Background: an optimization exercise with open tools, aiming at small area. Do not read the settings as production practice. No run shown here included a check of the RTL's function; only the layout flow was run. No activity file was given, so power comes from the tool's default toggle rates.

==> design.v <==
module clk_rec_zerox #(
    parameter IN_WIDTH = 7,
    parameter OSR = 8
)(
    input  wire                       clk,
    input  wire                       rst,
    input  wire                       sample_en,
    input  wire                       enable,
    input  wire signed [IN_WIDTH-1:0] diff_phase_in,
    output reg symbol_sample_tick,
    output reg out_bit
);
    reg signed [IN_WIDTH-1:0] sample_previous;
    reg [3:0] sample_counter;
    reg sample_valid;
    always @(posedge clk) begin
        if (!rst) begin
            sample_previous <= 0;
            sample_valid <= 0;
        end else if (sample_en) begin
            sample_previous <= diff_phase_in;
            sample_valid <= 1;
        end
    end
    localparam IDLE = 2'b00, SP_cross = 2'b01, SP_wait = 2'b10, SP_out = 2'b11;
    reg [1:0] state, next_state;
    always @(posedge clk)
        state <= (!rst) ? IDLE : next_state;
    always @(posedge clk) begin
        if (!rst) begin
            next_state <= IDLE;
        end else if (sample_en) begin
            case (state)
                IDLE:     next_state <= (enable && sample_valid &&
                                         (diff_phase_in[IN_WIDTH-1] != sample_previous[IN_WIDTH-1])) ? SP_cross : IDLE;
                SP_cross: next_state <= SP_wait;
                SP_wait:  next_state <= (sample_counter == OSR-1) ? SP_out : SP_wait;
                default:  next_state <= SP_wait;
            endcase
        end
    end
    always @(posedge clk) begin
        if (!rst) begin
            sample_counter <= OSR >> 1;
        end else if (sample_en) begin
            case (state)
                IDLE:     if (enable) sample_counter <= (sample_counter == OSR) ? 4'd1 : sample_counter + 4'd1;
                SP_cross: sample_counter <= (OSR >> 1) + 1;
                SP_wait:  sample_counter <= sample_counter + 4'd1;
                default:  sample_counter <= 4'd1;
            endcase
        end
    end
    always @(posedge clk) begin
        if (!rst) begin
            out_bit <= 1'b0;
            symbol_sample_tick <= 1'b0;
        end else if (sample_en) begin
            symbol_sample_tick <= (sample_counter == OSR-1) ? 1'b1 : 1'b0;
            out_bit <= (symbol_sample_tick) ? (((diff_phase_in + sample_previous) >>> 1) > 0) : out_bit;
        end
    end
endmodule
module varicode_lut (
    input enable,
    input [9:0] varicode, 
    output reg [7:0] ascii  
);
    always @(*) begin
        if(enable==1) begin
        case(varicode)
            10'b1:          ascii = 8'h20;
            10'b111111111:  ascii = 8'h21; 
            10'b101011111:  ascii = 8'h22; 
            10'b111110101:  ascii = 8'h23; 
            10'b111011011:  ascii = 8'h24; 
            10'b1011010101: ascii = 8'h25; 
            10'b1010111011: ascii = 8'h26; 
            10'b101111111:  ascii = 8'h27; 
            10'b11111011:   ascii = 8'h28; 
            10'b11110111:   ascii = 8'h29; 
            10'b101101111:  ascii = 8'h2a; 
            10'b111011111:  ascii = 8'h2b; 
            10'b1110101:    ascii = 8'h2c; 
            10'b110101:     ascii = 8'h2d; 
            10'b1010111:    ascii = 8'h2e; 
            10'b110101111:  ascii = 8'h2f; 
            10'b10110111:   ascii = 8'h30; 
            10'b10111101:   ascii = 8'h31; 
            10'b11101101:   ascii = 8'h32; 
            10'b11111111:   ascii = 8'h33; 
            10'b101110111:  ascii = 8'h34; 
            10'b101011011:  ascii = 8'h35; 
            10'b101101011:  ascii = 8'h36; 
            10'b110101101:  ascii = 8'h37; 
            10'b110101011:  ascii = 8'h38; 
            10'b110110111:  ascii = 8'h39; 
            10'b11110101:   ascii = 8'h3a; 
            10'b110111101:  ascii = 8'h3b; 
            10'b111101101:  ascii = 8'h3c; 
            10'b1010101:    ascii = 8'h3d;
            10'b111010111:  ascii = 8'h3e;
            10'b1010101111: ascii = 8'h3f;
            10'b1010111101: ascii = 8'h40;
            10'b1111101:    ascii = 8'h41;
            10'b11101011:   ascii = 8'h42;
            10'b10101101:   ascii = 8'h43;
            10'b10110101:   ascii = 8'h44;
            10'b1110111:    ascii = 8'h45;
            10'b11011011:   ascii = 8'h46;
            10'b11111101:   ascii = 8'h47;
            10'b101010101:  ascii = 8'h48;
            10'b1111111:    ascii = 8'h49;
            10'b111111101:  ascii = 8'h4a;
            10'b101111101:  ascii = 8'h4b;
            10'b11010111:   ascii = 8'h4c;
            10'b10111011:   ascii = 8'h4d;
            10'b11011101:   ascii = 8'h4e;
            10'b10101011:   ascii = 8'h4f;
            10'b11010101:   ascii = 8'h50;
            10'b111011101:  ascii = 8'h51;
            10'b10101111:   ascii = 8'h52;
            10'b1101111:    ascii = 8'h53;
            10'b1101101:    ascii = 8'h54;
            10'b101010111:  ascii = 8'h55;
            10'b110110101:  ascii = 8'h56;
            10'b101011101:  ascii = 8'h57;
            10'b101110101:  ascii = 8'h58;
            10'b101111011:  ascii = 8'h59;
            10'b1010101101: ascii = 8'h5a;
            10'b111110111:  ascii = 8'h5b;
            10'b111101111:  ascii = 8'h5c;
            10'b111111011:  ascii = 8'h5d;
            10'b1010111111: ascii = 8'h5e;
            10'b101101101:  ascii = 8'h5f;
            10'b1011011111: ascii = 8'h60;
            10'b1011:       ascii = 8'h61;
            10'b1011111:    ascii = 8'h62;
            10'b101111:     ascii = 8'h63;
            10'b101101:     ascii = 8'h64;
            10'b11:         ascii = 8'h65;
            10'b111101:     ascii = 8'h66;
            10'b1011011:    ascii = 8'h67;
            10'b101011:     ascii = 8'h68;
            10'b1101:       ascii = 8'h69;
            10'b111101011:  ascii = 8'h6a;
            10'b10111111:   ascii = 8'h6b;
            10'b11011:      ascii = 8'h6c;
            10'b111011:     ascii = 8'h6d;
            10'b1111:       ascii = 8'h6e;
            10'b111:        ascii = 8'h6f;
            10'b111111:     ascii = 8'h70;
            10'b110111111:  ascii = 8'h71;
            10'b10101:      ascii = 8'h72;
            10'b10111:      ascii = 8'h73;
            10'b101:        ascii = 8'h74;
            10'b110111:     ascii = 8'h75;
            10'b1111011:    ascii = 8'h76;
            10'b1101011:    ascii = 8'h77;
            10'b11011111:   ascii = 8'h78;
            10'b1011101:    ascii = 8'h79;
            10'b111010101:  ascii = 8'h7a;
            10'b1010110111: ascii = 8'h7b;
            10'b110111011:  ascii = 8'h7c;
            10'b1010110101: ascii = 8'h7d;
            10'b1011010111: ascii = 8'h7e;
            10'b1110110101: ascii = 8'h7f;
            default:        ascii = 8'h00;   
        endcase
        end
        else begin
            ascii = 8'h00; 
        end
    end
endmodule
module varicode_decoder (
    input wire clk,
    input wire rst,
    input wire sample_en,
    input wire bit_in,
    input wire bit_valid,
    output wire [7:0] char_out,
    output reg char_valid
);
    reg [11:0] shift_reg;
    reg [3:0] bit_count;
    reg [9:0] varicode;
    varicode_lut u_varicode_lut (
        .enable   (char_valid),
        .varicode (varicode),
        .ascii    (char_out)
    );
    localparam IDLE = 3'b000, RECV = 3'b001, END_CHECK = 3'b010, DECODE = 3'b011;
    reg [2:0] state;
    wire step = bit_valid && sample_en;
    always @(posedge clk or negedge rst) begin
        if (!rst) begin
            state <= IDLE;
        end else if (step) begin
            case (state)
                IDLE:      state <= ((shift_reg[1:0] == 2'b00) && (bit_in != 0)) ? RECV : IDLE;
                RECV:      state <= bit_in ? RECV : END_CHECK;
                END_CHECK: state <= bit_in ? RECV : DECODE;
                DECODE:    state <= bit_in ? RECV : IDLE;
                default:   state <= IDLE;
            endcase
        end
    end
    always @(posedge clk) begin
        if (!rst) shift_reg <= 12'hfff;
        else if (step) shift_reg <= {shift_reg[10:0], bit_in};
    end
    always @(posedge clk) begin
        if (!rst) begin
            bit_count <= 0;
            varicode <= 10'b0;
            char_valid <= 0;
        end else if (step) begin
            case (state)
                IDLE: begin
                    bit_count <= 0;
                    char_valid <= 0;
                end
                RECV, END_CHECK: begin
                    bit_count <= bit_count + 4'd1;
                    char_valid <= 0;
                end
                DECODE: begin
                    case (bit_count - 4'd1)
                        4'd1: varicode <= {9'd0, shift_reg[2]};
                        4'd2: varicode <= {8'd0, shift_reg[3:2]};
                        4'd3: varicode <= {7'd0, shift_reg[4:2]};
                        4'd4: varicode <= {6'd0, shift_reg[5:2]};
                        4'd5: varicode <= {5'd0, shift_reg[6:2]};
                        4'd6: varicode <= {4'd0, shift_reg[7:2]};
                        4'd7: varicode <= {3'd0, shift_reg[8:2]};
                        4'd8: varicode <= {2'd0, shift_reg[9:2]};
                        4'd9: varicode <= {1'd0, shift_reg[10:2]};
                        4'd10: varicode <= shift_reg[11:2];
                        default: varicode <= 10'd0;
                    endcase
                    bit_count <= 0;
                    char_valid <= 1;
                end
                default: begin
                    bit_count <= 0;
                    varicode <= 10'b0;
                end
            endcase
        end
    end
endmodule
module top (
    input  clk,
    input  rst,
    input  en,
    input  signed [7:0] adc_in,
    output wire [7:0] char_out,
    output wire char_valid,
    output wire signed [15:0] I_out,
    output wire signed [15:0] Q_out,
    output wire sweep_done,
    output wire signed [6:0] freq,
    output wire bit_tick,
    output wire bit_out
);
    reg [4:0] c20;
    reg [5:0] c40;
    reg [3:0] c10;
    reg en20, en800, en8000;
    wire w20 = (c20 == 5'd19);
    wire w40 = (c40 == 6'd39);
    wire w10 = (c10 == 4'd9);
    always @(posedge clk or negedge rst) begin
        if (!rst) begin
            c20 <= 0; c40 <= 0; c10 <= 0;
            en20 <= 0; en800 <= 0; en8000 <= 0;
        end else begin
            c20 <= w20 ? 5'd0 : c20 + 5'd1;
            if (w20) c40 <= w40 ? 6'd0 : c40 + 6'd1;
            if (w20 && w40) c10 <= w10 ? 4'd0 : c10 + 4'd1;
            en20   <= w20;
            en800  <= w20 && w40;
            en8000 <= w20 && w40 && w10;
        end
    end
    wire fhead = (c10 == 4'd0) && (c40 == 6'd0);
    wire f_mac = (c10 == 4'd9) && (c40 == 6'd17) && (c20 == 5'd11);   
    localparam IDLE = 3'd1, START_SWEEP = 3'd2, ACCUMULATE = 3'd3, NEXT_FREQ = 3'd4,
               DONE_SWEEP = 3'd5, START_MIXING = 3'd6, MIXING = 3'd7;
    reg [2:0] st;
    reg [5:0] scount;
    reg [3:0] sidx, bcode, ccode;
    reg [32:0] eacc, ebest;
    reg sflag, sdone;
    reg [27:0] mag;
    wire cvalid;
    function [15:0] sweep_steps(input [3:0] idx);
        case (idx)
            4'd0: sweep_steps = 16'd4386;
            4'd1: sweep_steps = 16'd4410;
            4'd2: sweep_steps = 16'd4432;
            4'd3: sweep_steps = 16'd4454;
            4'd4: sweep_steps = 16'd4476;
            4'd5: sweep_steps = 16'd4500;
            4'd6: sweep_steps = 16'd4522;
            4'd7: sweep_steps = 16'd4546;
            4'd8: sweep_steps = 16'd4568;
            4'd9: sweep_steps = 16'd4590;
            4'd10: sweep_steps = 16'd4612;
            default: sweep_steps = 16'd0;
        endcase
    endfunction
    always @(posedge clk or negedge rst) begin
        if (!rst) st <= IDLE;
        else if (en20) begin
            case (st)
                IDLE:         st <= START_SWEEP;
                START_SWEEP:  st <= ACCUMULATE;
                ACCUMULATE:   st <= (scount == 6'd50) ? NEXT_FREQ : ACCUMULATE;
                NEXT_FREQ:    st <= (sidx == 4'd10) ? DONE_SWEEP : START_SWEEP;
                DONE_SWEEP:   st <= START_MIXING;
                START_MIXING: st <= MIXING;
                MIXING:       st <= MIXING;
                default:      st <= IDLE;
            endcase
        end
    end
    always @(posedge clk) begin
        if (st == IDLE) begin
            scount <= 0; eacc <= 0; sidx <= 0; ebest <= 0;
            bcode <= 4'd15; ccode <= 4'd15; sflag <= 0; sdone <= 0;
        end else if (st == ACCUMULATE && cvalid) begin
            scount <= scount + 6'd1;
            eacc   <= eacc + mag;
            ccode  <= sidx;
            sflag  <= 0; sdone <= 0;
        end else if (st == ACCUMULATE && en20) begin
            sflag  <= 0; sdone <= 0;
        end else if (st == NEXT_FREQ && en20) begin
            if (eacc > ebest) begin
                ebest <= eacc;
                bcode <= sidx;
            end
            ccode <= sidx;
            sflag <= 1; sdone <= 0;
        end else if (st == START_SWEEP && en20) begin
            scount <= 0;
            sidx   <= sidx + 4'd1;
            eacc   <= 0;
            ccode  <= sidx;
            sflag  <= 0; sdone <= 0;
        end else if (st == DONE_SWEEP && en20) begin
            scount <= 0;
            sidx   <= 0;
            ccode  <= bcode;
            sflag  <= 0; sdone <= 1;
        end
    end
    assign sweep_done = sdone;
    reg [3:0] ds;
    always @(posedge clk or negedge rst) begin
        if (!rst) ds <= 4'd0;
        else if (ds == 4'd10) ds <= sflag ? 4'd11 : 4'd1;
        else if (ds == 4'd11) ds <= 4'd1;
        else ds <= ds + 4'd1;
    end
    wire ds_done = (ds == 4'd10);
    wire ds_load = (ds == 4'd0) || (ds == 4'd10) || (ds == 4'd11);
    reg [15:0] pacc;
    wire [15:0] fword = sweep_steps(ccode);
    wire [15:0] padd = pacc + (ds_done ? fword : 16'd29536);
    always @(posedge clk or negedge rst) begin
        if (!rst) pacc <= 16'd0;
        else if (ds == 4'd11) pacc <= 16'd0;
        else if (ds_done || (pacc > 16'd36000)) pacc <= padd;
    end
    wire q_le1 = (pacc <= 16'd9000);
    wire q_le2 = (pacc <= 16'd18000);
    wire q_le3 = (pacc <= 16'd27000);
    wire ssign = !q_le2;
    wire csign = !q_le1 && q_le3;
    reg [23:0] dz;
    reg [7:0] dd;
    reg [1:0] qd;
    reg [23:0] zk;
    reg inva, invb;
    always @(*) begin
        inva = 1'b0; invb = 1'b0;
        if (ds == 4'd1) begin
            case (qd)
                2'd0: zk = 24'd0;
                2'd1: begin zk = 24'd4608000; inva = 1'b1; end
                2'd2: begin zk = 24'd4608000; invb = 1'b1; end
                default: begin zk = 24'd9216000; inva = 1'b1; end
            endcase
        end else begin
            case (ds[2:0])
                3'd2: zk = 24'd1152000;
                3'd3: zk = 24'd680075;
                3'd4: zk = 24'd359325;
                3'd5: zk = 24'd182400;
                3'd6: zk = 24'd91550;
                3'd7: zk = 24'd45825;
                3'd0: zk = 24'd22925;
                default: zk = 24'd11450;
            endcase
            invb = ~dz[23];
        end
    end
    wire [23:0] dz_n = (dz ^ {24{inva}}) + (zk ^ {24{invb}}) + {23'd0, inva | invb};
    always @(posedge clk) begin
        if (ds_load) begin
            dz <= {pacc, 8'd0};
            qd <= q_le1 ? 2'd0 : q_le2 ? 2'd1 : q_le3 ? 2'd2 : 2'd3;
        end else begin
            dz <= dz_n;
            if (ds >= 4'd2 && ds <= 4'd9) dd <= {dd[6:0], dz[23]};
        end
    end
    reg [15:0] xy;
    always @(*) begin
        case (dd)
      8'd0: xy = 16'hef62;
      8'd1: xy = 16'hf162;
      8'd2: xy = 16'hf263;
      8'd3: xy = 16'hf463;
      8'd4: xy = 16'hf563;
      8'd5: xy = 16'hf763;
      8'd6: xy = 16'hf863;
      8'd7: xy = 16'hfa63;
      8'd8: xy = 16'hfc63;
      8'd9: xy = 16'hfd63;
      8'd10: xy = 16'hff63;
      8'd11: xy = 16'h0063;
      8'd12: xy = 16'h0263;
      8'd13: xy = 16'h0363;
      8'd14: xy = 16'h0563;
      8'd15: xy = 16'h0663;
      8'd16: xy = 16'h0863;
      8'd17: xy = 16'h0963;
      8'd18: xy = 16'h0b63;
      8'd19: xy = 16'h0d63;
      8'd20: xy = 16'h0e62;
      8'd21: xy = 16'h1062;
      8'd22: xy = 16'h1162;
      8'd23: xy = 16'h1362;
      8'd24: xy = 16'h1461;
      8'd25: xy = 16'h1661;
      8'd26: xy = 16'h1761;
      8'd27: xy = 16'h1960;
      8'd28: xy = 16'h1a60;
      8'd29: xy = 16'h1c5f;
      8'd30: xy = 16'h1d5f;
      8'd31: xy = 16'h1f5e;
      8'd32: xy = 16'h1f5e;
      8'd33: xy = 16'h215e;
      8'd34: xy = 16'h225d;
      8'd35: xy = 16'h245d;
      8'd36: xy = 16'h255c;
      8'd37: xy = 16'h275b;
      8'd38: xy = 16'h285b;
      8'd39: xy = 16'h2a5a;
      8'd40: xy = 16'h2b5a;
      8'd41: xy = 16'h2c59;
      8'd42: xy = 16'h2e58;
      8'd43: xy = 16'h2f57;
      8'd44: xy = 16'h3157;
      8'd45: xy = 16'h3256;
      8'd46: xy = 16'h3355;
      8'd47: xy = 16'h3554;
      8'd48: xy = 16'h3653;
      8'd49: xy = 16'h3753;
      8'd50: xy = 16'h3852;
      8'd51: xy = 16'h3a51;
      8'd52: xy = 16'h3b50;
      8'd53: xy = 16'h3c4f;
      8'd54: xy = 16'h3d4e;
      8'd55: xy = 16'h3f4d;
      8'd56: xy = 16'h404c;
      8'd57: xy = 16'h414b;
      8'd58: xy = 16'h424a;
      8'd59: xy = 16'h4349;
      8'd60: xy = 16'h4448;
      8'd61: xy = 16'h4647;
      8'd62: xy = 16'h4746;
      8'd63: xy = 16'h4845;
      8'd64: xy = 16'h4548;
      8'd65: xy = 16'h4647;
      8'd66: xy = 16'h4746;
      8'd67: xy = 16'h4844;
      8'd68: xy = 16'h4943;
      8'd69: xy = 16'h4a42;
      8'd70: xy = 16'h4b41;
      8'd71: xy = 16'h4c40;
      8'd72: xy = 16'h4d3f;
      8'd73: xy = 16'h4e3d;
      8'd74: xy = 16'h4f3c;
      8'd75: xy = 16'h503b;
      8'd76: xy = 16'h513a;
      8'd77: xy = 16'h5238;
      8'd78: xy = 16'h5337;
      8'd79: xy = 16'h5336;
      8'd80: xy = 16'h5435;
      8'd81: xy = 16'h5533;
      8'd82: xy = 16'h5632;
      8'd83: xy = 16'h5731;
      8'd84: xy = 16'h572f;
      8'd85: xy = 16'h582e;
      8'd86: xy = 16'h592c;
      8'd87: xy = 16'h5a2b;
      8'd88: xy = 16'h5a2a;
      8'd89: xy = 16'h5b28;
      8'd90: xy = 16'h5b27;
      8'd91: xy = 16'h5c25;
      8'd92: xy = 16'h5d24;
      8'd93: xy = 16'h5d22;
      8'd94: xy = 16'h5e21;
      8'd95: xy = 16'h5e1f;
      8'd96: xy = 16'h5e1f;
      8'd97: xy = 16'h5f1d;
      8'd98: xy = 16'h5f1c;
      8'd99: xy = 16'h601a;
      8'd100: xy = 16'h6019;
      8'd101: xy = 16'h6117;
      8'd102: xy = 16'h6116;
      8'd103: xy = 16'h6114;
      8'd104: xy = 16'h6213;
      8'd105: xy = 16'h6211;
      8'd106: xy = 16'h6210;
      8'd107: xy = 16'h620e;
      8'd108: xy = 16'h630d;
      8'd109: xy = 16'h630b;
      8'd110: xy = 16'h6309;
      8'd111: xy = 16'h6308;
      8'd112: xy = 16'h6306;
      8'd113: xy = 16'h6305;
      8'd114: xy = 16'h6303;
      8'd115: xy = 16'h6302;
      8'd116: xy = 16'h6300;
      8'd117: xy = 16'h63ff;
      8'd118: xy = 16'h63fd;
      8'd119: xy = 16'h63fc;
      8'd120: xy = 16'h63fa;
      8'd121: xy = 16'h63f8;
      8'd122: xy = 16'h63f7;
      8'd123: xy = 16'h63f5;
      8'd124: xy = 16'h63f4;
      8'd125: xy = 16'h63f2;
      8'd126: xy = 16'h62f1;
      8'd127: xy = 16'h62ef;
      8'd128: xy = 16'h6210;
      8'd129: xy = 16'h620e;
      8'd130: xy = 16'h630d;
      8'd131: xy = 16'h630b;
      8'd132: xy = 16'h630a;
      8'd133: xy = 16'h6308;
      8'd134: xy = 16'h6307;
      8'd135: xy = 16'h6305;
      8'd136: xy = 16'h6303;
      8'd137: xy = 16'h6302;
      8'd138: xy = 16'h6300;
      8'd139: xy = 16'h63ff;
      8'd140: xy = 16'h63fd;
      8'd141: xy = 16'h63fc;
      8'd142: xy = 16'h63fa;
      8'd143: xy = 16'h63f9;
      8'd144: xy = 16'h63f7;
      8'd145: xy = 16'h63f6;
      8'd146: xy = 16'h63f4;
      8'd147: xy = 16'h63f2;
      8'd148: xy = 16'h62f1;
      8'd149: xy = 16'h62ef;
      8'd150: xy = 16'h62ee;
      8'd151: xy = 16'h62ec;
      8'd152: xy = 16'h61eb;
      8'd153: xy = 16'h61e9;
      8'd154: xy = 16'h61e8;
      8'd155: xy = 16'h60e6;
      8'd156: xy = 16'h60e5;
      8'd157: xy = 16'h5fe3;
      8'd158: xy = 16'h5fe2;
      8'd159: xy = 16'h5ee0;
      8'd160: xy = 16'h5ee0;
      8'd161: xy = 16'h5ede;
      8'd162: xy = 16'h5ddd;
      8'd163: xy = 16'h5ddb;
      8'd164: xy = 16'h5cda;
      8'd165: xy = 16'h5bd8;
      8'd166: xy = 16'h5bd7;
      8'd167: xy = 16'h5ad5;
      8'd168: xy = 16'h5ad4;
      8'd169: xy = 16'h59d3;
      8'd170: xy = 16'h58d1;
      8'd171: xy = 16'h57d0;
      8'd172: xy = 16'h57ce;
      8'd173: xy = 16'h56cd;
      8'd174: xy = 16'h55cc;
      8'd175: xy = 16'h54ca;
      8'd176: xy = 16'h53c9;
      8'd177: xy = 16'h53c8;
      8'd178: xy = 16'h52c7;
      8'd179: xy = 16'h51c5;
      8'd180: xy = 16'h50c4;
      8'd181: xy = 16'h4fc3;
      8'd182: xy = 16'h4ec2;
      8'd183: xy = 16'h4dc0;
      8'd184: xy = 16'h4cbf;
      8'd185: xy = 16'h4bbe;
      8'd186: xy = 16'h4abd;
      8'd187: xy = 16'h49bc;
      8'd188: xy = 16'h48bb;
      8'd189: xy = 16'h47b9;
      8'd190: xy = 16'h46b8;
      8'd191: xy = 16'h45b7;
      8'd192: xy = 16'h48ba;
      8'd193: xy = 16'h47b9;
      8'd194: xy = 16'h46b8;
      8'd195: xy = 16'h44b7;
      8'd196: xy = 16'h43b6;
      8'd197: xy = 16'h42b5;
      8'd198: xy = 16'h41b4;
      8'd199: xy = 16'h40b3;
      8'd200: xy = 16'h3fb2;
      8'd201: xy = 16'h3db1;
      8'd202: xy = 16'h3cb0;
      8'd203: xy = 16'h3baf;
      8'd204: xy = 16'h3aae;
      8'd205: xy = 16'h38ad;
      8'd206: xy = 16'h37ac;
      8'd207: xy = 16'h36ac;
      8'd208: xy = 16'h35ab;
      8'd209: xy = 16'h33aa;
      8'd210: xy = 16'h32a9;
      8'd211: xy = 16'h31a8;
      8'd212: xy = 16'h2fa8;
      8'd213: xy = 16'h2ea7;
      8'd214: xy = 16'h2ca6;
      8'd215: xy = 16'h2ba5;
      8'd216: xy = 16'h2aa5;
      8'd217: xy = 16'h28a4;
      8'd218: xy = 16'h27a4;
      8'd219: xy = 16'h25a3;
      8'd220: xy = 16'h24a2;
      8'd221: xy = 16'h22a2;
      8'd222: xy = 16'h21a1;
      8'd223: xy = 16'h1fa1;
      8'd224: xy = 16'h1fa1;
      8'd225: xy = 16'h1da0;
      8'd226: xy = 16'h1ca0;
      8'd227: xy = 16'h1a9f;
      8'd228: xy = 16'h199f;
      8'd229: xy = 16'h179e;
      8'd230: xy = 16'h169e;
      8'd231: xy = 16'h149e;
      8'd232: xy = 16'h139d;
      8'd233: xy = 16'h119d;
      8'd234: xy = 16'h109d;
      8'd235: xy = 16'h0e9d;
      8'd236: xy = 16'h0d9c;
      8'd237: xy = 16'h0b9c;
      8'd238: xy = 16'h099c;
      8'd239: xy = 16'h089c;
      8'd240: xy = 16'h069c;
      8'd241: xy = 16'h059c;
      8'd242: xy = 16'h039c;
      8'd243: xy = 16'h029c;
      8'd244: xy = 16'h009c;
      8'd245: xy = 16'hff9c;
      8'd246: xy = 16'hfd9c;
      8'd247: xy = 16'hfc9c;
      8'd248: xy = 16'hfa9c;
      8'd249: xy = 16'hf89c;
      8'd250: xy = 16'hf79c;
      8'd251: xy = 16'hf59c;
      8'd252: xy = 16'hf49c;
      8'd253: xy = 16'hf29c;
      8'd254: xy = 16'hf19d;
      8'd255: xy = 16'hef9d;
        endcase
    end
    wire [7:0] lx = xy[15:8];
    wire [7:0] ly = xy[7:0];
    reg signed [7:0] nsin, cosr;
    reg done_d, ssign_d;
    always @(posedge clk) begin
        done_d <= ds_done;
        if (ds_done) begin
            ssign_d <= ssign;
            cosr <= csign ? 8'd0 - lx : lx;
        end
        if (done_d) nsin <= ssign_d ? ly : 8'd0 - ly;
    end
    reg [1:0] enr;
    reg [7:0] dcnt;
    reg dvalid, cvalid_r;
    wire de = en20 && enr[1] && (dcnt == 8'd199);
    always @(posedge clk or negedge rst) begin
        if (!rst) begin
            enr <= 0; dcnt <= 0; dvalid <= 0; cvalid_r <= 0;
        end else begin
            if (en20) enr <= {enr[0], en};
            if (en20 && enr[1]) dcnt <= (dcnt == 8'd199) ? 8'd0 : dcnt + 8'd1;
            dvalid   <= de;
            cvalid_r <= dvalid;
        end
    end
    assign cvalid = cvalid_r;
    reg tick_d;
    reg en_d, enr0_d, de_d;
    reg signed [7:0] adc_d;
    always @(posedge clk or negedge rst) begin
        if (!rst) tick_d <= 1'b0;
        else tick_d <= en20;
    end
    always @(posedge clk) begin
        en_d <= en; enr0_d <= enr[0]; de_d <= de; adc_d <= adc_in;
    end
    wire u_int0 = en20 ? en : (tick_d && en_d);
    wire u_int1 = en20 ? enr[0] : (tick_d && enr0_d);
    wire u_de   = en20 ? de : (tick_d && de_d);
    wire signed [7:0] m_a = en20 ? adc_in : adc_d;
    wire signed [7:0] m_b = en20 ? cosr : nsin;
    wire signed [15:0] mix = m_a * m_b;
    reg zr_d;
    always @(posedge clk) zr_d <= ~rst;
    wire zr = ~rst | zr_d;
    reg [30:0] int0_0, int0_1, facc_0, facc_1, fprev_0, fprev_1;
    reg [15:0] h1_0, h1_1, h2_0, h2_1, dreg_0, dreg_1;
    wire [30:0] gk = facc_0 - fprev_0;
    wire [30:0] int0_n = (zr ? 31'd0 : int0_0) + (u_int0 ? {{15{mix[15]}}, mix} : 31'd0);
    wire [30:0] facc_n = ((u_de | zr) ? 31'd0 : facc_0) + (u_int1 ? int0_0 : 31'd0);
    always @(posedge clk) begin
        int0_0 <= int0_1;  int0_1 <= int0_n;
        facc_0 <= facc_1;  facc_1 <= facc_n;
        fprev_0 <= fprev_1; fprev_1 <= zr ? 31'd0 : u_de ? facc_0 : fprev_0;
        h1_0 <= h1_1;      h1_1 <= zr ? 16'd0 : u_de ? gk[30:15] : h1_0;
        h2_0 <= h2_1;      h2_1 <= zr ? 16'd0 : u_de ? h1_0 : h2_0;
        dreg_0 <= dreg_1;  dreg_1 <= zr ? 16'd0 : u_de ? h2_0 : dreg_0;
    end
    wire [15:0] combI = dreg_0;
    wire [15:0] combQ = dreg_1;
    wire ins = en && en8000;       
    reg [3:0] wptr;
    wire [3:0] rho = c20[3:0] + {c40[1:0], 2'b00};
    reg [4:0] nval;
    reg insf;
    reg [15:0] holdI, holdQ;
    reg [255:0] ringI, ringQ;
    wire wr = insf && (rho == wptr);
    always @(posedge clk or negedge rst) begin
        if (!rst) begin
            wptr <= 0; nval <= 0; insf <= 0;
        end else begin
            if (ins) begin
                insf <= 1'b1;
                if (nval != 5'd16) nval <= nval + 5'd1;
            end else if (wr) begin
                insf <= 1'b0;
                wptr <= wptr - 4'd1;
            end
        end
    end
    wire capI = (mph == 2'd1) && (pb == 4'd12) && (rho == 4'd0);
    wire capQ = (mph == 2'd2) && (pb == 4'd15) && !mtog;
    always @(posedge clk) begin
        if (ins) holdI <= combI;
        else if (capI) holdI <= {2'b00, acc[30:17]};
        if (ins) holdQ <= combQ;
        else if (capQ) holdQ <= {2'b00, acc[30:17]};
        ringI <= {ringI[239:0], wr ? holdI : ringI[255:240]};
        ringQ <= {ringQ[239:0], wr ? holdQ : ringQ[255:240]};
    end
    wire [15:0] tapI = ringI[255:240];
    wire [15:0] tapQ = ringQ[255:240];
    wire [3:0] jl = rho - wptr - 4'd1;
    wire jv = ({1'b0, jl} < nval);
    reg [12:0] hc;
    always @(*) begin
        case (jl)
            4'd0, 4'd15: hc = 13'd173;
            4'd1, 4'd14: hc = 13'd288;
            4'd2, 4'd13: hc = 13'd548;
            4'd3, 4'd12: hc = 13'd1001;
            4'd4, 4'd11: hc = 13'd1691;
            4'd5, 4'd10: hc = 13'd2633;
            4'd6, 4'd9:  hc = 13'd3787;
            default:     hc = 13'd5053;
        endcase
    end
    reg [30:0] acc;
    reg [1:0] mph;       
    reg [3:0] pb;
    reg mtog;
    reg [13:0] Iout, Qout;
    wire hb = hc[pb];
    wire [15:0] tap = mph[0] ? tapQ : tapI;
    wire [13:0] mop = mtog ? holdQ[13:0] : holdI[13:0];
    wire mbit = (pb <= 4'd13) ? mop[pb] : 1'b0;
    reg [30:0] term;
    reg [30:0] abase;
    reg tneg;
    always @(*) begin
        term = 31'd0;
        abase = acc;
        tneg = 1'b0;
        if (mph[1] == 1'b0) begin
            if (hb && jv) term = {{15{tap[15]}}, tap};
            if (rho == 4'd0) abase = (pb == 4'd12) ? 31'd0 : {acc[29:0], 1'b0};
        end else if (mph == 2'd2) begin
            if (mbit) term = {{17{mop[13]}}, mop};
            tneg = mbit && (pb == 4'd13);
            if (!mtog) abase = (pb == 4'd15) ? 31'd0 : {acc[29:0], 1'b0};
        end
    end
    wire [30:0] asum = abase + (term ^ {31{tneg}}) + {30'd0, tneg};
    always @(posedge clk) acc <= asum;
    always @(posedge clk or negedge rst) begin
        if (!rst) begin
            mph <= 2'd3; pb <= 0; mtog <= 0;
        end else if (f_mac) begin
            mph <= 2'd0; pb <= 4'd12; mtog <= 0;
        end else if (mph[1] == 1'b0) begin
            if (rho == 4'd15) begin
                if (pb == 4'd0) begin
                    mph <= mph + 2'd1;
                    pb  <= mph[0] ? 4'd15 : 4'd12;
                end else pb <= pb - 4'd1;
            end
        end else if (mph == 2'd2) begin
            mtog <= ~mtog;
            if (mtog) begin
                if (pb == 4'd0) mph <= 2'd3;
                else pb <= pb - 4'd1;
            end
        end
    end
    always @(posedge clk) begin
        if (!rst) begin
            Iout <= 0; Qout <= 0; mag <= 0;
        end else if (ins) begin
            Iout <= holdI[13:0]; Qout <= holdQ[13:0]; mag <= acc[27:0];
        end
    end
    assign I_out = {{2{Iout[13]}}, Iout};
    assign Q_out = {{2{Qout[13]}}, Qout};
    reg [8:0] aref;
    always @(*) begin
        case ({I_out[15], Q_out[15]})
            2'b00: aref = 9'd0;
            2'b10: aref = 9'd90;
            2'b11: aref = 9'd180;
            default: aref = 9'd270;
        endcase
    end
    wire vload = fhead && (c20 == 5'd15);
    reg [15:0] X, Y;
    reg [3:0] vp;
    reg cx, cy, vs;
    reg [6:0] dv;
    wire [2:0] vi = vp[2:0] - 3'd1;
    wire [3:0] lim = 4'd15 - rho;
    wire [3:0] tpos = ({1'b0, vi} < lim) ? {1'b0, vi} : lim;
    wire xt = X[tpos];
    wire yt = Y[tpos];
    wire k0 = (rho == 4'd0);
    wire vs_n = k0 ? ~Y[15] : vs;
    reg xa, xb, xc0, ya, yb, yc0;
    always @(*) begin
        if (vp == 4'd0) begin
            xb = 1'b0; yb = 1'b0;
            case ({Iout[13], Qout[13]})
                2'b00: begin xa = X[0];  xc0 = 1'b0; ya = Y[0];  yc0 = 1'b0; end
                2'b10: begin xa = Y[0];  xc0 = 1'b0; ya = ~X[0]; yc0 = 1'b1; end
                2'b11: begin xa = ~X[0]; xc0 = 1'b1; ya = ~Y[0]; yc0 = 1'b1; end
                default: begin xa = ~Y[0]; xc0 = 1'b1; ya = X[0]; yc0 = 1'b0; end
            endcase
        end else begin
            xa = X[0]; xb = vs_n ? yt : ~yt; xc0 = ~vs_n;
            ya = Y[0]; yb = vs_n ? ~xt : xt; yc0 = vs_n;
        end
    end
    wire xci = k0 ? xc0 : cx;
    wire yci = k0 ? yc0 : cy;
    wire xs = xa ^ xb ^ xci;
    wire ys = ya ^ yb ^ yci;
    always @(posedge clk) begin
        if (vload) begin
            X <= I_out; Y <= Q_out;
        end else begin
            X <= {xs, X[15:1]};
            Y <= {ys, Y[15:1]};
        end
        cx <= (xa & xb) | (xa & xci) | (xb & xci);
        cy <= (ya & yb) | (ya & yci) | (yb & yci);
        vs <= vs_n;
        if (k0 && vp != 4'd0 && vp[3] == 1'b0) dv <= {dv[5:0], ~Y[15]};
    end
    always @(posedge clk or negedge rst) begin
        if (!rst) vp <= 4'd8;
        else if (vload) vp <= 4'd0;
        else if (rho == 4'd15 && vp[3] == 1'b0) vp <= vp + 4'd1;
    end
    reg [8:0] zl;
    always @(*) begin
        case (dv)
            7'd0: zl = 9'h19d;
            7'd1: zl = 9'h19e;
            7'd2: zl = 9'h1a0;
            7'd3: zl = 9'h1a2;
            7'd4: zl = 9'h1a4;
            7'd5: zl = 9'h1a5;
            7'd6: zl = 9'h1a7;
            7'd7: zl = 9'h1a9;
            7'd8: zl = 9'h1ab;
            7'd9: zl = 9'h1ad;
            7'd10: zl = 9'h1ae;
            7'd11: zl = 9'h1b0;
            7'd12: zl = 9'h1b2;
            7'd13: zl = 9'h1b4;
            7'd14: zl = 9'h1b5;
            7'd15: zl = 9'h1b7;
            7'd16: zl = 9'h1b9;
            7'd17: zl = 9'h1ba;
            7'd18: zl = 9'h1bc;
            7'd19: zl = 9'h1be;
            7'd20: zl = 9'h1c0;
            7'd21: zl = 9'h1c2;
            7'd22: zl = 9'h1c3;
            7'd23: zl = 9'h1c5;
            7'd24: zl = 9'h1c7;
            7'd25: zl = 9'h1c9;
            7'd26: zl = 9'h1ca;
            7'd27: zl = 9'h1cc;
            7'd28: zl = 9'h1ce;
            7'd29: zl = 9'h1d0;
            7'd30: zl = 9'h1d2;
            7'd31: zl = 9'h1d3;
            7'd32: zl = 9'h1d2;
            7'd33: zl = 9'h1d3;
            7'd34: zl = 9'h1d5;
            7'd35: zl = 9'h1d7;
            7'd36: zl = 9'h1d9;
            7'd37: zl = 9'h1db;
            7'd38: zl = 9'h1dc;
            7'd39: zl = 9'h1de;
            7'd40: zl = 9'h1e0;
            7'd41: zl = 9'h1e2;
            7'd42: zl = 9'h1e3;
            7'd43: zl = 9'h1e5;
            7'd44: zl = 9'h1e7;
            7'd45: zl = 9'h1e9;
            7'd46: zl = 9'h1eb;
            7'd47: zl = 9'h1ec;
            7'd48: zl = 9'h1ee;
            7'd49: zl = 9'h1f0;
            7'd50: zl = 9'h1f1;
            7'd51: zl = 9'h1f3;
            7'd52: zl = 9'h1f5;
            7'd53: zl = 9'h1f7;
            7'd54: zl = 9'h1f8;
            7'd55: zl = 9'h1fa;
            7'd56: zl = 9'h1fc;
            7'd57: zl = 9'h1fe;
            7'd58: zl = 9'h000;
            7'd59: zl = 9'h001;
            7'd60: zl = 9'h003;
            7'd61: zl = 9'h005;
            7'd62: zl = 9'h007;
            7'd63: zl = 9'h008;
            7'd64: zl = 9'h1f7;
            7'd65: zl = 9'h1f8;
            7'd66: zl = 9'h1fa;
            7'd67: zl = 9'h1fc;
            7'd68: zl = 9'h1fe;
            7'd69: zl = 9'h1ff;
            7'd70: zl = 9'h001;
            7'd71: zl = 9'h003;
            7'd72: zl = 9'h005;
            7'd73: zl = 9'h007;
            7'd74: zl = 9'h008;
            7'd75: zl = 9'h00a;
            7'd76: zl = 9'h00c;
            7'd77: zl = 9'h00e;
            7'd78: zl = 9'h00f;
            7'd79: zl = 9'h011;
            7'd80: zl = 9'h013;
            7'd81: zl = 9'h014;
            7'd82: zl = 9'h016;
            7'd83: zl = 9'h018;
            7'd84: zl = 9'h01a;
            7'd85: zl = 9'h01c;
            7'd86: zl = 9'h01d;
            7'd87: zl = 9'h01f;
            7'd88: zl = 9'h021;
            7'd89: zl = 9'h023;
            7'd90: zl = 9'h024;
            7'd91: zl = 9'h026;
            7'd92: zl = 9'h028;
            7'd93: zl = 9'h02a;
            7'd94: zl = 9'h02c;
            7'd95: zl = 9'h02d;
            7'd96: zl = 9'h02c;
            7'd97: zl = 9'h02d;
            7'd98: zl = 9'h02f;
            7'd99: zl = 9'h031;
            7'd100: zl = 9'h033;
            7'd101: zl = 9'h035;
            7'd102: zl = 9'h036;
            7'd103: zl = 9'h038;
            7'd104: zl = 9'h03a;
            7'd105: zl = 9'h03c;
            7'd106: zl = 9'h03d;
            7'd107: zl = 9'h03f;
            7'd108: zl = 9'h041;
            7'd109: zl = 9'h043;
            7'd110: zl = 9'h045;
            7'd111: zl = 9'h046;
            7'd112: zl = 9'h048;
            7'd113: zl = 9'h04a;
            7'd114: zl = 9'h04b;
            7'd115: zl = 9'h04d;
            7'd116: zl = 9'h04f;
            7'd117: zl = 9'h051;
            7'd118: zl = 9'h052;
            7'd119: zl = 9'h054;
            7'd120: zl = 9'h056;
            7'd121: zl = 9'h058;
            7'd122: zl = 9'h05a;
            7'd123: zl = 9'h05b;
            7'd124: zl = 9'h05d;
            7'd125: zl = 9'h05f;
            7'd126: zl = 9'h061;
            7'd127: zl = 9'h062;
        endcase
    end
    reg [3:0] actc;
    always @(posedge clk or negedge rst) begin
        if (!rst) actc <= 0;
        else if (en800 && sdone && actc != 4'd9) actc <= actc + 4'd1;
    end
    reg [8:0] aabs;    
    always @(*) begin
        case (actc)
            4'd0, 4'd1, 4'd2: aabs = 9'd0;
            4'd3: aabs = 9'd2;
            4'd4: aabs = 9'd6;
            4'd5: aabs = 9'd13;
            4'd6: aabs = 9'd27;
            4'd7: aabs = 9'd53;
            4'd8: aabs = 9'd98;
            default: aabs = zl;
        endcase
    end
    wire [8:0] cphase = aabs[8] ? aref : aabs[7:0] + aref;
    reg [8:0] prev_phase;
    reg signed [6:0] freq_origin;
    always @(posedge clk) begin
        if (!rst) begin
            freq_origin <= 0;
            prev_phase  <= 0;
        end else if (en8000 && sdone) begin
            if (({cphase[8], cphase[7]} == 2'b00) && (prev_phase[8] == 1))
                freq_origin <= (cphase - prev_phase) + 360;
            else if ((cphase[8] == 1) && ({prev_phase[8], prev_phase[7]} == 2'b00))
                freq_origin <= (cphase - prev_phase) - 360;
            else
                freq_origin <= cphase - prev_phase;
            prev_phase <= cphase;
        end
    end
    assign freq = freq_origin;
    clk_rec_zerox u_clk_rec_zerox (
        .clk(clk), .rst(rst), .sample_en(en8000), .enable(sdone),
        .diff_phase_in(freq_origin), .symbol_sample_tick(bit_tick), .out_bit(bit_out));
    varicode_decoder u_varicode_decoder (
        .clk(clk), .rst(rst), .sample_en(en8000), .bit_in(bit_out), .bit_valid(bit_tick),
        .char_out(char_out), .char_valid(char_valid));
endmodule
==> flow/run.sh <==
#!/bin/bash
# The standard layout (standard.sh), with two synthesis changes: adders keep
# Yosys's default carry logic instead of the Kogge-Stone carry map (a non-empty
# SYNTH_OPERATIONS_ARGS replaces ORFS's "-extra-map lcu_kogge_stone.v"), and no
# full/half-adder cell extraction (empty ADDER_MAP_FILE), leaving adders to abc.
# Registers are mapped exactly as in the standard synthesis.
set -euo pipefail
export SYNTH_OPERATIONS_ARGS="-nofsm"
export ADDER_MAP_FILE=""
bash standard.sh > standard.log 2>&1
==> standard.sh <==
#!/bin/bash
# synth_recipe.tcl (not shown) runs the flow's synth.tcl, then flattens the netlist and writes it again
# the make line also repeats each setting of config.mk as NAME=value (left out here)
make -C /OpenROAD-flow-scripts/flow DESIGN_CONFIG=/design/flow/config.mk WORK_HOME=/design/flow/orfs CLKGATE_MAP_FILE= SYNTH_SCRIPT=/design/flow/synth_recipe.tcl "${@:-finish}"
==> config.mk <==
export PLATFORM = sky130hd
export DESIGN_NAME = top
export DESIGN_NICKNAME = top
export VERILOG_FILES = /design/flow/design.v
export SDC_FILE = /design/flow/constraint.sdc
export NUM_CORES = 4
export LEC_CHECK = 0
export ABC_AREA = 1
export CAP_MARGIN = 20
export CORE_MARGIN = 2
export CORE_UTILIZATION = 55
export CTS_BUF_LIST = sky130_fd_sc_hd__clkbuf_16
export CTS_CLUSTER_DIAMETER = 100
export CTS_CLUSTER_SIZE = 22
export SLEW_MARGIN = 20
==> constraint.sdc <==
create_clock -name core_clock -period 20.0 [get_ports {clk}]
set_input_delay 4.0000 -clock core_clock [delete_from_list [all_inputs] [get_ports {clk}]]
set_output_delay 4.0000 -clock core_clock [all_outputs]
set_load 0.01 [all_outputs]
==> summary.md, run 1 <==
| Metric | Value |
|---|---|
| Status | `finished clean` |
| Int Pwr | `3.27 mW` |
| Total core area | `0.0952 mm2` |
| Worst Path Max Fanout | `53` |
| Top_reg_cell synth | `dfxtp_1` |
| Vias/cell | `roughly 5.2` |
| Top-area cell type share of the netlist area | `0.429` |
| Final Net Count | `6901` |
| Psw | `858 uW` |
| Final-report hold violation count | `0` |
| Max-slew violations | `0` |
| Setup Buffers After CTS | `0` |
| Clock transition at path regs | `0.08 ns` |
| Fin crit period | `approximately 8.7 ns` |
| CP arrival | `9.24 ns` |
| Htree depth | `3` |
| FF/Latch Area | `0.0267 mm2` |
| CP startpoint kind | `primary input` |
| DRC Markers | `0` |
| Fin Setup TNS | `0 ns` |
| Gr ovfl total | `0` |
| End-of-flow core utilization | `0.596` |
| Area grow syn2layout | `7.19%` |
| Sw frac | `0.208` |
| EDFF count, synth | `66` |
| Synth area leader | `dfxtp_1` |
| Cell mode on critical path | `nand2_1` |
| Vias in the first global route | `39100` |
| Syn_area_per_cell | `7.66 um2` |
| Sequential area share after synthesis | `0.505` |
| CTS Buf Count | `70` |
| CTS sink cnt | `roughly 1300` |
| FMAX | `115 MHz` |
| Sequential power share | `0.623` |
| Ys Warns | `4` |
| Clk network pwr share | `0.367` |
| Die width | `about 310 um` |
| Syn nets | `6916` |
| Top flop regs | `ringI (256), ringQ (256)` |
| Final wirelength | `122000 um` |
| Yosys reg bits | `around 1300` |
| Fillers | `8828` |
| Top cells by area, synth | `dfxtp_1 43%, nand2_1 12%, inv_1 6.3%` |
| CP delay by family, top | `simple AND/OR/NAND/NOR gates` |
| GRT Util Overall | `0.243` |
| DRT iter0 DRCs | `3334` |
| Post-Syn Area | `0.0529 mm2` |
| Crit share post-route | `0.434` |
| Chip height | `314 um` |
| Die ar. | `around 0.099 mm2` |
| WP buf/inv | `5` |
| Hold Slack | `0.311 ns` |
| Critical path required time | `around 21 ns` |
| Clock skew | `0.0376 ns` |
| Via count | `around 43000` |
| CP peak stage delay | `roughly 0.55 ns` |
| CTS resizes | `0` |
| FFs w/ async S/R, synth | `0.0625` |
| Multi-input gate area | `0.0219 mm2` |
| Synth Instances | `a little under 7000` |
| Max-cap violations | `0` |
| VDD IR max | `slightly below 0.09 mV` |
| Final setup violating endpoints | `0` |
| Placer Congestion | `between 0.9 and 1` |
| IO Count | `62` |
| Cell Pwr Density | `roughly 73 mW/mm2` |
| Pwr Total | `4.12 mW` |
| Hold_buf cts | `0` |
| # rows | `113` |
| Synth cell types | `78` |
| CP endpoint kind | `flip-flop` |
| Root Buffer Master | `clkbuf_16` |
| Critical Path Slowest Stage Cell | `clkinv_2` |
| Antenna violations before repair | `1` |
| Ratio of cells with drive above 1 in the final layout | `0.0416` |
| Hold crit path type | `reg -> reg` |
| Clock Path Buffers | `3` |
| RSZ-0062 raised after global routing | `false` |
| Worst slew margin | `0.321` |
| Buffers on Ports | `60` |
| DRT Pass-1 Iters | `6` |
| Starting density of the core | `0.556` |
| Comb pwr share | `0.010` |
| DR WL/cell | `around 15 um` |
| Final HPWL DP | `87400 um` |
| Global-route wire length before repair | `198000 um` |
| Leak | `25.5 nW` |
| Crit Path Class | `in -> reg` |
| Worst skew pair latency | `approximately 0.67 ns` |
| CTS tree | `done` |
| Antenna violation net count after detailed routing | `0` |
| Largest net degree at the start of global routing | `about 110` |
| Slew @ Worst Pin | `1.02 ns` |
[power by group through the flow]
stage	clock network, mW	registers, mW	logic, mW
2_1_floorplan	0	2.63	0.0261
3_3_place_gp	0	2.63	0.0393
3_5_place_dp	0	2.63	0.0399
4_1_cts	1.56	2.57	0.0400
5_1_grt	1.65	2.57	0.0448
6_report	1.51	2.57	0.0396
[cells by family (layout without fill, tap and decap cells)]
logic type               Yosys count  after routing  share of synthesized area
flip-flops                      1280           1280                      0.505
AND/OR/NAND/NOR                 2968           2968                      0.233
XOR/XNOR                         233            233                     0.0389
AO/OA/AOI/OAI                   1303           1303                      0.140
multiplexers                       3              3                   0.000568
adder cells (fa/ha/maj)            7              7                    0.00135
buffers and inverters           1110           1131                     0.0807
other                              1              2                  0.0000709
[per-stage QoR]
| stage | instance area [um2] | instances | worst slack [ns] |
|---|---|---|---|
| floorplan | 52900 | 6905 | 12.72 |
| global placement | 54600 | 8083 | 10.76 |
| detailed placement | 54600 | 8083 | 10.65 |
| CTS | 56700 | 8191 | 11.34 |
| global route | 56700 | 8191 | 10.58 |
| finish | 56700 | 8192 | 11.31 |
[area by class of cell]
cell class	count	share of cell area
diodes	1	0.0000441
clock buffers	73	0.0322
clock inverters	35	0.00461
inverters	921	0.0611
multi-input cells	4515	0.387
flip-flops and latches	1280	0.471
well taps	1265	0.0279
repair buffers	102	0.0162
[layer usage]
layer  track usage  vias to the layer above  share of wire
met5             0                        -              0
met4        0.0659                        0          0.024
met3        0.0272                      176          0.043
met2         0.400                      864           0.45
met1         0.340                    19600           0.48
li1              -                    22200              -
[layout by cell type, fill, tap and decap left out, drive strengths merged, types with 66 or more instances in the layout]
| master | count |
|---|---|
| nand2 | 1675 |
| a21oi | 361 |
| edfxtp | 66 |
| inv | 940 |
| dfrtp | 76 |
| xor2 | 155 |
| nor2 | 761 |
| xnor2 | 78 |
| nor3 | 67 |
| o21ai | 580 |
| nand3 | 302 |
| clkbuf | 73 |
| o22ai | 140 |
| dfxtp | 1134 |
[worst register-to-register path: cells and delay by family, from the launching register on]
family	cells	cell delay (ns)
flops	1	0.46
buf+inv	7	1.11
simple gates	26	3.54
compound gates	3	0.62
[path summary, 6_finish.rpt]
kind / startpoint / end / slack [ns] / depth (start not counted)
worst max-delay path: rst / facc_1[30] / 11.31 / 32
worst min-delay path: int0_1[15] / int0_0[15] / 0.31 / 0
worst max register to register: c40[0] / acc[30] / 14.18 / 36
worst min register to register: int0_1[15] / int0_0[15] / 0.31 / 0
max in group asynchronous: rst / wptr[3] / 14.87 / 3
min in group asynchronous: rst / enr[0] / 3.26 / 1
[cells in the mapped netlist (47+ instances only)]
cell / number
nor4_1: 49
xor2_1: 153
a21oi_1: 358
nand2_2: 47
xnor2_1: 78
edfxtp_1: 66
inv_1: 890
nor3_1: 67
clkbuf_1: 148
nand2_1: 1622
nand3_1: 291
o22ai_1: 140
nor2_1: 750
o21ai_0: 542
dfrtp_1: 76
dfxtp_1: 1134
==> run 2, diff against run 1 <==
==> flow/run.sh (replaced) <==
#!/bin/bash
# The standard layout (standard.sh) with these synthesis changes only:
#  - adders keep Yosys's default carry logic: a non-empty SYNTH_OPERATIONS_ARGS
#    replaces ORFS's "-extra-map lcu_kogge_stone.v";
#  - no full/half-adder cell extraction (empty ADDER_MAP_FILE);
#  - abc maps logic with Yosys's default area-oriented liberty script
#    (flow/abc_area.script) instead of ORFS's abc_area.script.
# The ORFS scripts are used from a copy in which only abc_area.script differs.
# Registers are mapped exactly as in the standard synthesis.
set -euo pipefail
rm -rf scripts_mod
cp -r "$FLOW_HOME/scripts" scripts_mod
cp flow/abc_area.script scripts_mod/abc_area.script
export SYNTH_OPERATIONS_ARGS="-nofsm"
export ADDER_MAP_FILE=""
bash standard.sh SCRIPTS_DIR="$PWD/scripts_mod" finish > standard.log 2>&1
==> flow/abc_area.script (new file) <==
strash
&get -n
&fraig -x
&put
scorr
dc2
dretime
strash
&get -n
&dch -f
&nf
&put
--- a/config.mk
+++ b/config.mk
@@ -10,6 +10,3 @@
 export CORE_MARGIN = 2
 export CORE_UTILIZATION = 55
-export CTS_BUF_LIST = sky130_fd_sc_hd__clkbuf_16
-export CTS_CLUSTER_DIAMETER = 100
-export CTS_CLUSTER_SIZE = 22
 export SLEW_MARGIN = 20
==> run 2 against run 1 <==
Still clean on timing, DRC and antenna. Global-route usage fell by 0.97 points. Die area fell by 7.5%. Utilization is 3.9 points higher. Clock skew down 0.0027 ns. Count of clock-buffer cells in the layout increased by 103. Register-to-register slack worse by 6.0 ns. Power rose by 24%. Design area down 1.2%. Sequential share of layout area increased by 0.58 points. Routed wire length fell by 12%. Critical path depth is 2 higher. Flip-flop and latch count did not move.
==> summary.md, run 2 <==
| Metric | Value |
|---|---|
| Fin crit period | `13.29 ns (was 8.69 ns)` |
| Syn_area_per_cell | `9.90 um2 (was 7.66 um2)` |
| Clock skew | `0.0349 ns (was 0.0376 ns)` |
| EDFF count, synth | `66 (unchanged)` |
| Die ar. | `0.0913 mm2 (was 0.0987 mm2)` |
| Critical path required time | `20.62 ns (was 20.55 ns)` |
| DRT Pass-1 Iters | `6 (unchanged)` |
| Antenna violation net count after detailed routing | `0 (unchanged)` |
| IO Count | `62 (unchanged)` |
| Cell mode on critical path | `maj3_1 (was nand2_1)` |
| GRT Util Overall | `0.234 (was 0.243)` |
| Synth cell types | `76 (was 78)` |
| Synth Instances | `4939 (was 6905)` |
| Max-slew violations | `0 (unchanged)` |
| Setup Buffers After CTS | `0 (unchanged)` |
| Top_reg_cell synth | `dfxtp_1 (unchanged)` |
| Antenna violations before repair | `1 (unchanged)` |
| DRC Markers | `0 (unchanged)` |
| Final setup margin | `6.71 ns (was 11.31 ns)` |
| Leak | `21.5 nW (was 25.5 nW)` |
| Post-Place Cells | `6217 (was 8083)` |
| Starting density of the core | `0.554 (was 0.556)` |
| Pwr Total | `5.12 mW (was 4.12 mW)` |
| CP endpoint kind | `flip-flop (unchanged)` |
| Fillers | `7287 (was 8828)` |
| Max-cap violations | `0 (unchanged)` |
| Dpl cell area | `0.0514 mm2 (was 0.0546 mm2)` |
| VDD IR max | `0.123 mV (was 0.0883 mV)` |
| Clock transition at path regs | `0.06 ns (was 0.08 ns)` |
| Slew @ Worst Pin | `0.941 ns (was 1.02 ns)` |
| Status | `finished clean (unchanged)` |
| Placer Congestion | `0.907 (was 0.921)` |
| CP startpoint kind | `primary input (unchanged)` |
| Commonest non-fill, non-tap cell in the layout | `dfxtp_1 (was nand2_1)` |
| Final Cell Area | `0.0560 mm2 (was 0.0567 mm2)` |
| Dpl ws | `6.00 ns (was 10.65 ns)` |
| Worst Path Max Fanout | `12 (was 53)` |
| CP peak stage delay | `0.75 ns (was 0.55 ns)` |
| Largest net degree at the start of global routing | `75 (was 106)` |
| RSZ-0062 raised after global routing | `false (unchanged)` |
| Global-route wire length before repair | `173000 um (was 198000 um)` |
| Most frequent cell after synthesis | `dfxtp_1 (was nand2_1)` |
| Antenna Cells | `0 (was 1)` |
| Final Net Count | `5196 (was 6901)` |
| Final setup violating endpoints | `0 (unchanged)` |
| Root Buffer Master | `clkbuf_16 (unchanged)` |
| Most frequent cells in the layout | `1134 x dfxtp_1, 609 x nor2_1, 498 x nand2_1, 326 x o21ai_0, 301 x xnor2_1 (was 1620 x nand2_1, 1134 x dfxtp_1, 910 x inv_1, 749 x nor2_1, 538 x o21ai_0)` |
| Hold_buf cts | `0 (unchanged)` |
| Final wirelength | `107000 um (was 122000 um)` |
| CTS Buf Count | `130 (was 70)` |
| Top-area cell type share of the netlist area | `0.464 (was 0.429)` |
| Via count | `35500 (was 42800)` |
| Chip height | `302 um (was 314 um)` |
| Hold crit path type | `reg -> reg (unchanged)` |
| DR WL/cell | `16.6 um (was 14.9 um)` |
| Die width | `302 um (was 314 um)` |
| CTS resizes | `0 (unchanged)` |
| Final HPWL DP | `73200 um (was 87400 um)` |
| Hold Slack | `0.306 ns (was 0.311 ns)` |
| Ys Warns | `4 (unchanged)` |
| Clock Path Buffers | `3 (unchanged)` |
| FFs w/ async S/R, synth | `0.0625 (unchanged)` |
| Fin Setup TNS | `0 ns (unchanged)` |
| Final Non-Filler Cells | `6452 (was 8192)` |
| DRT iter0 DRCs | `2461 (was 3334)` |
| Top cells by area, synth | `dfxtp_1 46%, xnor2_1 5.4%, nor2_1 4.7% (was dfxtp_1 43%, nand2_1 12%, inv_1 6.3%)` |
| Final-report hold violation count | `0 (unchanged)` |
| FMAX | `75.2 MHz (was 115 MHz)` |
| End-of-flow core utilization | `0.635 (was 0.596)` |
| Area grow syn2layout | `14.6% (was 7.19%)` |
| Top flop regs | `ringI (256), ringQ (256) (unchanged)` |
| Htree depth | `4 (was 3)` |
| # rows | `109 (was 113)` |
| Worst setup path start | `adc_in[2] (was rst)` |
| Cell Pwr Density | `91.5 mW/mm2 (was 72.7 mW/mm2)` |
| Sequential area share after synthesis | `0.546 (was 0.505)` |
| Yosys reg bits | `1280 (unchanged)` |
| CTS sink cnt | `1280 (unchanged)` |
| Post-Syn Area | `0.0489 mm2 (was 0.0529 mm2)` |
| CP arrival | `13.92 ns (was 9.24 ns)` |
| Ratio of cells with drive above 1 in the final layout | `0.0560 (was 0.0416)` |
| Total core area | `0.0882 mm2 (was 0.0952 mm2)` |
| Worst hold path startpoint | `ringI[112] (was int0_1[15])` |
| Vias in the first global route | `33200 (was 39100)` |
| Syn nets | `4950 (was 6916)` |
| Most frequent cells after synthesis | `1134 x dfxtp_1, 611 x nor2_1, 499 x nand2_1 (was 1622 x nand2_1, 1134 x dfxtp_1, 890 x inv_1)` |
| Critical Path Slowest Stage Cell | `mux2i_1 (was clkinv_2)` |
| Worst skew pair latency | `0.74 ns (was 0.67 ns)` |
| Crit Path Class | `in -> reg (unchanged)` |
| Synth area leader | `dfxtp_1 (unchanged)` |
| CTS tree | `done (unchanged)` |
| Buffers on Ports | `60 (unchanged)` |
| Worst slew margin | `0.355 (was 0.321)` |
| Crit share post-route | `0.665 (was 0.434)` |
| Gr ovfl total | `0 (unchanged)` |
| Vias/cell | `5.50 (was 5.23)` |
| Reg2reg start | `c20[1] (was c40[0])` |
[run 2: layout make-up]
class	count	area [um2]	share of cell area
well taps	1165	1460	0.0260
inverters	108	405	0.00724
multi-input cells	3546	21800	0.390
clock buffers	176	3730	0.0666
clock inverters	58	838	0.0150
repair buffers	119	1040	0.0187
flip-flops and latches	1280	26700	0.477
[run 2: path summary, 6_finish.rpt]
| kind | slack, ns | depth (start not counted) | endpoint |
|---|---|---|---|
| max | 6.71 | 34 | int0_1[30] |
| min | 0.31 | 0 | ringI[128] |
| max reg2reg | 8.14 | 34 | acc[30] |
| min reg2reg | 0.31 | 0 | ringI[128] |
| max in group asynchronous | 14.93 | 3 | c10[1] |
| min in group asynchronous | 3.26 | 1 | pb[2] |
[run 2: critical path: cells and delay by family]
| kind | cells | cell delay, ns |
|---|---|---|
| compound gates | 12 | 2.30 |
| simple gates | 6 | 1.36 |
| buf+inv | 1 | 0.42 |
| fa+ha+maj | 12 | 4.87 |
| mux | 1 | 0.75 |
| xor+xnor | 2 | 0.22 |
[run 2: report_power, final]
part / switching (mW) / leakage [nW] / total, mW / internal (mW)
sequential: 0.000961 / 10.8 / 2.57 / 2.57
combinational: 0.0247 / 8.54 / 0.0358 / 0.0112
clock: 1.02 / 2.21 / 2.52 / 1.50
[run 2: kinds of logic (layout without fill, tap and decap cells)]
logic type | Yosys count | count (layout) | share of synthesized area
mux | 165 | 165 | 0.0357
xor+xnor | 496 | 496 | 0.0912
other cells | 1 | 1 | 0.0000767
simple gates | 1683 | 1683 | 0.156
compound gates | 1116 | 1116 | 0.145
buf+inv | 113 | 461 | 0.00906
fa+ha+maj | 85 | 85 | 0.0174
flops | 1280 | 1280 | 0.546
[run 2: layer usage]
layer / up-vias / share of wire / track usage
met5: - / 0 / 0
met4: 0 / 0.030 / 0.0904
met3: 202 / 0.040 / 0.0334
met2: 786 / 0.46 / 0.380
met1: 16600 / 0.47 / 0.315
li1: 18000 / - / -

[separate check: timing with driven ports]
The flow's constraints put no driver on any port. The routed layouts listed below were extracted and timed again, unchanged, in two steps. Step 1 sets driving cells, clkbuf_16 on the clock port and buf_2 on the other inputs (assumed; they add their load-dependent delay and slew). Step 2, shift: input delay + t, output delay - t, t = (earliest + latest rising clock arrival at the registers) / 2. This alone moves slack from input paths to output paths. Slacks: ideal / step 1 / step 2; pairs: ideal / step 1.
run | t (ns) | setup slack, ns | worst setup path after step 2
run 1 | 0.717 | 11.312 / 11.238 / 10.521 | input to register
run 2 | 0.784 | 6.707 / 6.750 / 5.966 | input to register
After both steps every run listed still meets setup and hold. For run 1, which loses most, drivers alone change the setup slack by -0.074 ns; drivers and shift together by -0.791 ns.
